Background: an optimization exercise with open tools, aiming at small area and a short achievable clock period. Do not read the settings as production practice.
Where RTL was checked, it was by simulation tests only, not by an equivalence proof against the original.

Design processor, start of the top module:
module processor(clk,reset,instr,PC,opcode,rd_index,rs_index,rt_index,shamt,constant,address,rd_value,rs_value,rt_value,low_out,high_out,SR);
Size in the first run: roughly 150 I/O pins, ~27000 µm² of cells after synthesis.
clock: 8.5 ns
lec_check: 0
cap_margin: 20
core_margin: 2
core_utilization: 50
slew_margin: 20
standard.sh (not shown) runs the stock make flow with config.mk's settings and CLKGATE_MAP_FILE= SYNTH_SCRIPT=/design/flow/synth_recipe.tcl, a recipe that flattens the netlist after the stock synthesis.
==> flow/flow/run.sh <==
#!/bin/bash
# The standard layout (standard.sh), with one change: the port buffers that
# global placement inserts on every input and output are buf_2 cells instead
# of the resizer's default pick (clkdlybuf4s50_1, a delay cell).
set -euo pipefail
export BUFFER_PORTS_ARGS="-buffer_cell sky130_fd_sc_hd__buf_2"
bash standard.sh > standard.log 2>&1
Rerun with:
--- a/flow/design.v
+++ b/flow/design.v
@@ -20,15 +20,15 @@
 output  [2:0] rd_index,rs_index,rt_index,shamt;
 output [5:0] constant;
 output [8:0] address;
 decode call(instr,opcode,rd_index,rs_index,rt_index,constant,shamt,address);
 endmodule
 `timescale 1ns / 1ps
-module mul16(a, b, p);
+module mul16(a, b, s, c);
 input [15:0] a, b;
-output [31:0] p;
+output [31:0] s, c;
   wire [15:0] pp [0:15];
   genvar gi;
   generate for (gi = 0; gi < 16; gi = gi + 1) begin : g_pp
     assign pp[gi] = b & {16{a[gi]}};
   end endgenerate
   wire t1 = pp[0][13] ^ pp[1][12];
@@ -448,15 +448,14 @@
   wire t415 = t360 ^ t361 ^ pp[15][12];
   wire t416 = (t360 & t361) | (t360 & pp[15][12]) | (t361 & pp[15][12]);
   wire t417 = t362 ^ t363 ^ pp[15][13];
   wire t418 = (t362 & t363) | (t362 & pp[15][13]) | (t363 & pp[15][13]);
   wire t419 = t364 ^ pp[14][15] ^ pp[15][14];
   wire t420 = (t364 & pp[14][15]) | (t364 & pp[15][14]) | (pp[14][15] & pp[15][14]);
-  wire [31:0] ra = {1'b0, t420, t418, t416, t414, t412, t410, t408, t406, t404, t402, t400, t398, t396, t394, t392, t390, t388, t386, t384, t382, t380, t378, t376, t374, t372, t370, t368, t366, t365, pp[0][1], pp[0][0]};
-  wire [31:0] rb = {1'b0, pp[15][15], t419, t417, t415, t413, t411, t409, t407, t405, t403, t401, t399, t397, t395, t393, t391, t389, t387, t385, t383, t381, t379, t377, t375, t373, t371, t369, t367, pp[2][0], pp[1][0], 1'b0};
-  assign p = ra + rb;
+  assign s = {1'b0, t420, t418, t416, t414, t412, t410, t408, t406, t404, t402, t400, t398, t396, t394, t392, t390, t388, t386, t384, t382, t380, t378, t376, t374, t372, t370, t368, t366, t365, pp[0][1], pp[0][0]};
+  assign c = {1'b0, pp[15][15], t419, t417, t415, t413, t411, t409, t407, t405, t403, t401, t399, t397, t395, t393, t391, t389, t387, t385, t383, t381, t379, t377, t375, t373, t371, t369, t367, pp[2][0], pp[1][0], 1'b0};
 endmodule
 `timescale 1ns / 1ps
 `timescale 1ns / 1ps
 module processor(clk,reset,instr,PC,opcode,rd_index,rs_index,rt_index,shamt,constant,address,rd_value,rs_value,rt_value,low_out,high_out,SR);
 input clk,reset;
 input [15:0] instr;
@@ -468,13 +467,13 @@
 output [15:0] rd_value,rs_value,rt_value,low_out,high_out,SR;
 control_unit cal1(instr,opcode,rd_index,rs_index,rt_index,shamt,constant,address);
 wire [3:0] op = opcode;
 reg [7:0] pc;
 reg [15:0] R [0:7];
 reg [15:0] RAM [0:7];
-reg [15:0] mul_a, mul_b;    
+reg [31:0] ps, pc2;    
 reg [3:0] flags_q;
 wire op_r    = ~op[3];                  
 wire op_rs   = ~(op[3] & op[2]);        
 wire is_sw   = (op == 4'd11);
 wire is_mul  = (op == 4'd3);
 wire wr_en   = ~(is_mul | (op[3] & (op[2] | (op[1] & op[0]))));
@@ -521,14 +520,15 @@
 		ram_rd = ram_rd | (RAM[j] & {16{ma_hot[j]}});
 	end
 end
 wire ones_hi = &rs_v[15:6];
 wire ma_ok = carry3 ? (ones_hi & eq_n1)
                     : (ch[0] ? ~(|rs_v[15:3]) : (ones_hi & eq_n0x));
-wire [31:0] prod;
-mul16 mul(mul_a, mul_b, prod);
+wire [31:0] mul_s, mul_c;
+mul16 mul(rs_v, rt_v, mul_s, mul_c);
+wire [31:0] prod = ps + pc2;
 wire [15:0] lo = prod[15:0];
 wire [15:0] hi = prod[31:16];
 reg [15:0] rdv;
 always @(*) begin
 	case (op)
 	4'd0, 4'd8: rdv = sum;
@@ -553,14 +553,14 @@
 assign high_out = hi;
 assign PC = pc;
 integer k;
 always @(posedge clk, posedge reset) begin
 	if (reset) begin
 		pc <= 8'd0;
-		mul_a <= 16'd0;
-		mul_b <= 16'd0;
+		ps <= 32'd0;
+		pc2 <= 32'd0;
 		flags_q <= 4'd0;
 		for (k = 0; k < 8; k = k + 1) R[k] <= 7 - k;
 		RAM[0] <= 16'd1;
 		RAM[1] <= 16'd5;
 		RAM[2] <= 16'd0;
 		RAM[3] <= 16'd0;
@@ -570,14 +570,14 @@
 		RAM[7] <= 16'd1;
 	end else begin
 		if (pc > 8'd14) pc <= 8'd0;
 		else if (op[3] & op[2] & ~(op[1] & op[0])) pc <= pc + address[7:0];
 		else pc <= pc + 8'd1;
 		if (is_mul) begin
-			mul_a <= rs_v;
-			mul_b <= rt_v;
+			ps <= mul_s;
+			pc2 <= mul_c;
 		end
 		flags_q <= flags;
 		if (wr_en) R[rd_index] <= rdv;
 		for (k = 0; k < 8; k = k + 1)
 			if (is_sw & ma_ok & ma_hot[k]) RAM[k] <= st_v;
 	end
Area after synthesis is about the same.
Global-route usage went up by 1.9 points.
Worst setup slack improves by 0.033 ns.
Via count went up by 3.7%.
First-iteration DRC count goes up by 21%.
Only the layout flow was run in the first run of this note; the RTL was not checked for function there.

processor, a different RTL version from the one above (not shown whole).
Size in the first run: ~150 I/O pins, roughly 28,000 sq um of cells after synthesis.
==> module processor, before the edit <==
module processor(clk,reset,instr,PC,opcode,rd_index,rs_index,rt_index,shamt,constant,address,rd_value,rs_value,rt_value,low_out,high_out,SR);
input clk,reset;
input [15:0] instr;
output [7:0] PC;
output [3:0] opcode;
output [2:0] rd_index, rs_index, rt_index, shamt;
output [5:0] constant;
output [8:0] address;
output [15:0] rd_value,rs_value,rt_value,low_out,high_out,SR;
control_unit cal1(instr,opcode,rd_index,rs_index,rt_index,shamt,constant,address);
wire [3:0] op = opcode;
reg [7:0] pc;
reg [15:0] R [0:7];
reg [15:0] RAM [0:7];
reg [31:0] ps, pc2;    
reg [3:0] flags_q;
wire op_r    = ~op[3];                  
wire op_rs   = ~(op[3] & op[2]);        
wire is_sw   = (op == 4'd11);
wire is_mul  = (op == 4'd3);
wire wr_en   = ~(is_mul | (op[3] & (op[2] | (op[1] & op[0]))));
reg [15:0] rs_r, rt_r, st_v;
integer i;
always @(*) begin
	rs_r = 16'd0;
	rt_r = 16'd0;
	st_v = 16'd0;
	for (i = 0; i < 8; i = i + 1) begin
		rs_r = rs_r | (R[i] & {16{rs_index == i}});
		rt_r = rt_r | (R[i] & {16{rt_index == i}});
		st_v = st_v | (R[i] & {16{rd_index == i}});
	end
end
wire [15:0] rs_v = rs_r & {16{op_rs}};
wire [15:0] rt_v = rt_r & {16{op_r}};
assign rs_value = rs_v;
assign rt_value = rt_v;
wire [15:0] sum = rs_r + (op[3] ? {10'd0, constant} : rt_r);
reg [7:0] cl, ch, r02, r35;
reg carry3, eq_n1, eq_n0x;
reg [15:0] ram_rd;
reg [7:0] ma_hot;
integer v, j;
always @(*) begin
	for (v = 0; v < 8; v = v + 1) begin
		cl[v]  = (constant[2:0] == v);
		ch[v]  = (constant[5:3] == v);
		r02[v] = (rs_r[2:0] == v);
		r35[v] = (rs_r[5:3] == v);
	end
	carry3 = 1'b0;
	eq_n1 = 1'b0;
	eq_n0x = 1'b0;
	for (v = 0; v < 8; v = v + 1) begin
		carry3 = carry3 | (cl[v] & (rs_r[2:0] > 7 - v));
		eq_n1 = eq_n1 | (r35[v] & ch[7 - v]);
		if (v != 0) eq_n0x = eq_n0x | (r35[v] & ch[8 - v]);
	end
	ram_rd = 16'd0;
	for (j = 0; j < 8; j = j + 1) begin
		ma_hot[j] = 1'b0;
		for (v = 0; v < 8; v = v + 1)
			ma_hot[j] = ma_hot[j] | (cl[v] & r02[(j - v) & 7]);
		ram_rd = ram_rd | (RAM[j] & {16{ma_hot[j]}});
	end
end
wire ones_hi = &rs_r[15:6];
wire ma_ok = carry3 ? (ones_hi & eq_n1)
                    : (ch[0] ? ~(|rs_r[15:3]) : (ones_hi & eq_n0x));
wire [31:0] mul_s, mul_c;
mul16 mul(rs_r, rt_r, mul_s, mul_c);
wire [31:0] prod = ps + pc2;
wire [15:0] lo = prod[15:0];
wire [15:0] hi = prod[31:16];
reg [15:0] rdv;
always @(*) begin
	case (op)
	4'd0, 4'd8: rdv = sum;
	4'd1: rdv = rs_r << shamt;
	4'd2: rdv = rs_r >> shamt;
	4'd4: rdv = lo;
	4'd5: rdv = hi;
	4'd6: rdv = rs_r | rt_r;
	4'd7: rdv = rs_r & rt_r;
	4'd9: rdv = {10'd0, constant};
	4'd10: rdv = ma_ok ? ram_rd : 16'd0;
	default: rdv = 16'd0;
	endcase
end
assign rd_value = rdv;
wire eq = (rs_v == rt_v);
wire lt = (rs_v < rt_v);
wire sgn_eq = (rs_v[15] == rt_v[15]);
wire [3:0] flags = {eq, ~eq & lt, ~eq & ~lt & ~sgn_eq, ~eq & ~lt & sgn_eq};
assign SR = {12'd0, flags_q};
assign low_out = lo;
assign high_out = hi;
assign PC = pc;
integer k;
always @(posedge clk, posedge reset) begin
	if (reset) begin
		pc <= 8'd0;
		ps <= 32'd0;
		pc2 <= 32'd0;
		flags_q <= 4'd0;
		for (k = 0; k < 8; k = k + 1) R[k] <= 7 - k;
		RAM[0] <= 16'd1;
		RAM[1] <= 16'd5;
		RAM[2] <= 16'd0;
		RAM[3] <= 16'd0;
		RAM[4] <= 16'd3;
		RAM[5] <= 16'd1;
		RAM[6] <= 16'd1;
		RAM[7] <= 16'd1;
	end else begin
		if (pc > 8'd14) pc <= 8'd0;
		else if (op[3] & op[2] & ~(op[1] & op[0])) pc <= pc + address[7:0];
		else pc <= pc + 8'd1;
		if (is_mul) begin
			ps <= mul_s;
			pc2 <= mul_c;
		end
		flags_q <= flags;
		if (wr_en) R[rd_index] <= rdv;
		for (k = 0; k < 8; k = k + 1)
			if (is_sw & ma_ok & ma_hot[k]) RAM[k] <= st_v;
	end
end
endmodule
Settings: LEC_CHECK=0, CAP_MARGIN=20, CORE_MARGIN=2, CORE_UTILIZATION=55, SETUP_SLACK_MARGIN=1.0, SLEW_MARGIN=20; clock period 8.5 ns.
==> flow/flow/run.sh <==
#!/bin/bash
# The standard layout (standard.sh), with one change: the port buffers that
# global placement inserts on every input and output are buf_1 cells instead
# of the resizer's default pick (clkdlybuf4s50_1, a delay cell).
set -euo pipefail
export BUFFER_PORTS_ARGS="-buffer_cell sky130_fd_sc_hd__buf_1"
bash standard.sh > standard.log 2>&1
Change:
--- a/flow/design.v
+++ b/flow/design.v
@@ -475,44 +475,42 @@
 wire op_r    = ~op[3];                  
 wire op_rs   = ~(op[3] & op[2]);        
 wire is_sw   = (op == 4'd11);
 wire is_mul  = (op == 4'd3);
 wire wr_en   = ~(is_mul | (op[3] & (op[2] | (op[1] & op[0]))));
-reg [15:0] rs_r, rt_r, st_v;
+reg [15:0] rs_v, rt_v, st_v;
 integer i;
 always @(*) begin
-	rs_r = 16'd0;
-	rt_r = 16'd0;
+	rs_v = 16'd0;
+	rt_v = 16'd0;
 	st_v = 16'd0;
 	for (i = 0; i < 8; i = i + 1) begin
-		rs_r = rs_r | (R[i] & {16{rs_index == i}});
-		rt_r = rt_r | (R[i] & {16{rt_index == i}});
+		rs_v = rs_v | (R[i] & {16{op_rs & (rs_index == i)}});
+		rt_v = rt_v | (R[i] & {16{op_r & (rt_index == i)}});
 		st_v = st_v | (R[i] & {16{rd_index == i}});
 	end
 end
-wire [15:0] rs_v = rs_r & {16{op_rs}};
-wire [15:0] rt_v = rt_r & {16{op_r}};
 assign rs_value = rs_v;
 assign rt_value = rt_v;
-wire [15:0] sum = rs_r + (op[3] ? {10'd0, constant} : rt_r);
+wire [15:0] sum = rs_v + (rt_v | (op[3] ? {10'd0, constant} : 16'd0));
 reg [7:0] cl, ch, r02, r35;
 reg carry3, eq_n1, eq_n0x;
 reg [15:0] ram_rd;
 reg [7:0] ma_hot;
 integer v, j;
 always @(*) begin
 	for (v = 0; v < 8; v = v + 1) begin
 		cl[v]  = (constant[2:0] == v);
 		ch[v]  = (constant[5:3] == v);
-		r02[v] = (rs_r[2:0] == v);
-		r35[v] = (rs_r[5:3] == v);
+		r02[v] = (rs_v[2:0] == v);
+		r35[v] = (rs_v[5:3] == v);
 	end
 	carry3 = 1'b0;
 	eq_n1 = 1'b0;
 	eq_n0x = 1'b0;
 	for (v = 0; v < 8; v = v + 1) begin
-		carry3 = carry3 | (cl[v] & (rs_r[2:0] > 7 - v));
+		carry3 = carry3 | (cl[v] & (rs_v[2:0] > 7 - v));
 		eq_n1 = eq_n1 | (r35[v] & ch[7 - v]);
 		if (v != 0) eq_n0x = eq_n0x | (r35[v] & ch[8 - v]);
 	end
 	ram_rd = 16'd0;
 	for (j = 0; j < 8; j = j + 1) begin
@@ -520,28 +518,28 @@
 		for (v = 0; v < 8; v = v + 1)
 			ma_hot[j] = ma_hot[j] | (cl[v] & r02[(j - v) & 7]);
 		ram_rd = ram_rd | (RAM[j] & {16{ma_hot[j]}});
 	end
 end
-wire ones_hi = &rs_r[15:6];
+wire ones_hi = &rs_v[15:6];
 wire ma_ok = carry3 ? (ones_hi & eq_n1)
-                    : (ch[0] ? ~(|rs_r[15:3]) : (ones_hi & eq_n0x));
+                    : (ch[0] ? ~(|rs_v[15:3]) : (ones_hi & eq_n0x));
 wire [31:0] mul_s, mul_c;
-mul16 mul(rs_r, rt_r, mul_s, mul_c);
+mul16 mul(rs_v, rt_v, mul_s, mul_c);
 wire [31:0] prod = ps + pc2;
 wire [15:0] lo = prod[15:0];
 wire [15:0] hi = prod[31:16];
 reg [15:0] rdv;
 always @(*) begin
 	case (op)
 	4'd0, 4'd8: rdv = sum;
-	4'd1: rdv = rs_r << shamt;
-	4'd2: rdv = rs_r >> shamt;
+	4'd1: rdv = rs_v << shamt;
+	4'd2: rdv = rs_v >> shamt;
 	4'd4: rdv = lo;
 	4'd5: rdv = hi;
-	4'd6: rdv = rs_r | rt_r;
-	4'd7: rdv = rs_r & rt_r;
+	4'd6: rdv = rs_v | rt_v;
+	4'd7: rdv = rs_v & rt_v;
 	4'd9: rdv = {10'd0, constant};
 	4'd10: rdv = ma_ok ? ram_rd : 16'd0;
 	default: rdv = 16'd0;
 	endcase
 end
The changed run completed without violations; routed wire length came out lower by a little under a tenth; synthesized cell count fell by a few percent; non-clock buffer count went up by 38; via count decreases by a few percent; global-route usage falls by 1.6 points; flip-flop and latch count stays the same.
Only the layout flow was run in the first run of this note; the RTL was not checked for function there.

-- re-timing with driven ports --
No port has a modelled driver above. Below, the same layouts with a new extraction and two added sets of constraints.
Step 1, drivers: a clkbuf_16 drives clk and a buf_2 each remaining input, both assumed.
Step 2, shift: input delay + t, output delay - t, t = (earliest + latest rising clock arrival at the registers) / 2. This alone moves slack from input paths to output paths.
Slacks: ideal / step 1 / step 2; pairs: ideal / step 1.
| run | t, ns | setup slack, ns | clock arrival spread, ns | slew at the worst register clock pin (ns) | pins driven straight from the clock port |
|---|---|---|---|---|---|
| the first run of note 1 | 0.617 | 0.146 / 0.085 / 0.246 | 0.024 / 0.025 | 0.07 / 0.07 | 1 |
| the second run of note 1 | 0.643 | 0.179 / 0.158 / 0.158 | 0.024 / 0.023 | 0.07 / 0.07 | 1 |
| the first run of note 2 | 0.657 | 1.094 / 1.048 / 1.048 | 0.026 / 0.027 | 0.07 / 0.07 | 1 |
| the second run of note 2 | 0.653 | 0.990 / 0.939 / 0.933 | 0.031 / 0.031 | 0.08 / 0.08 | 1 |
After both steps every run listed still meets setup and hold. For the second run of note 2, which loses most, drivers alone change the setup slack by -0.051 ns; drivers and shift together by -0.057 ns.
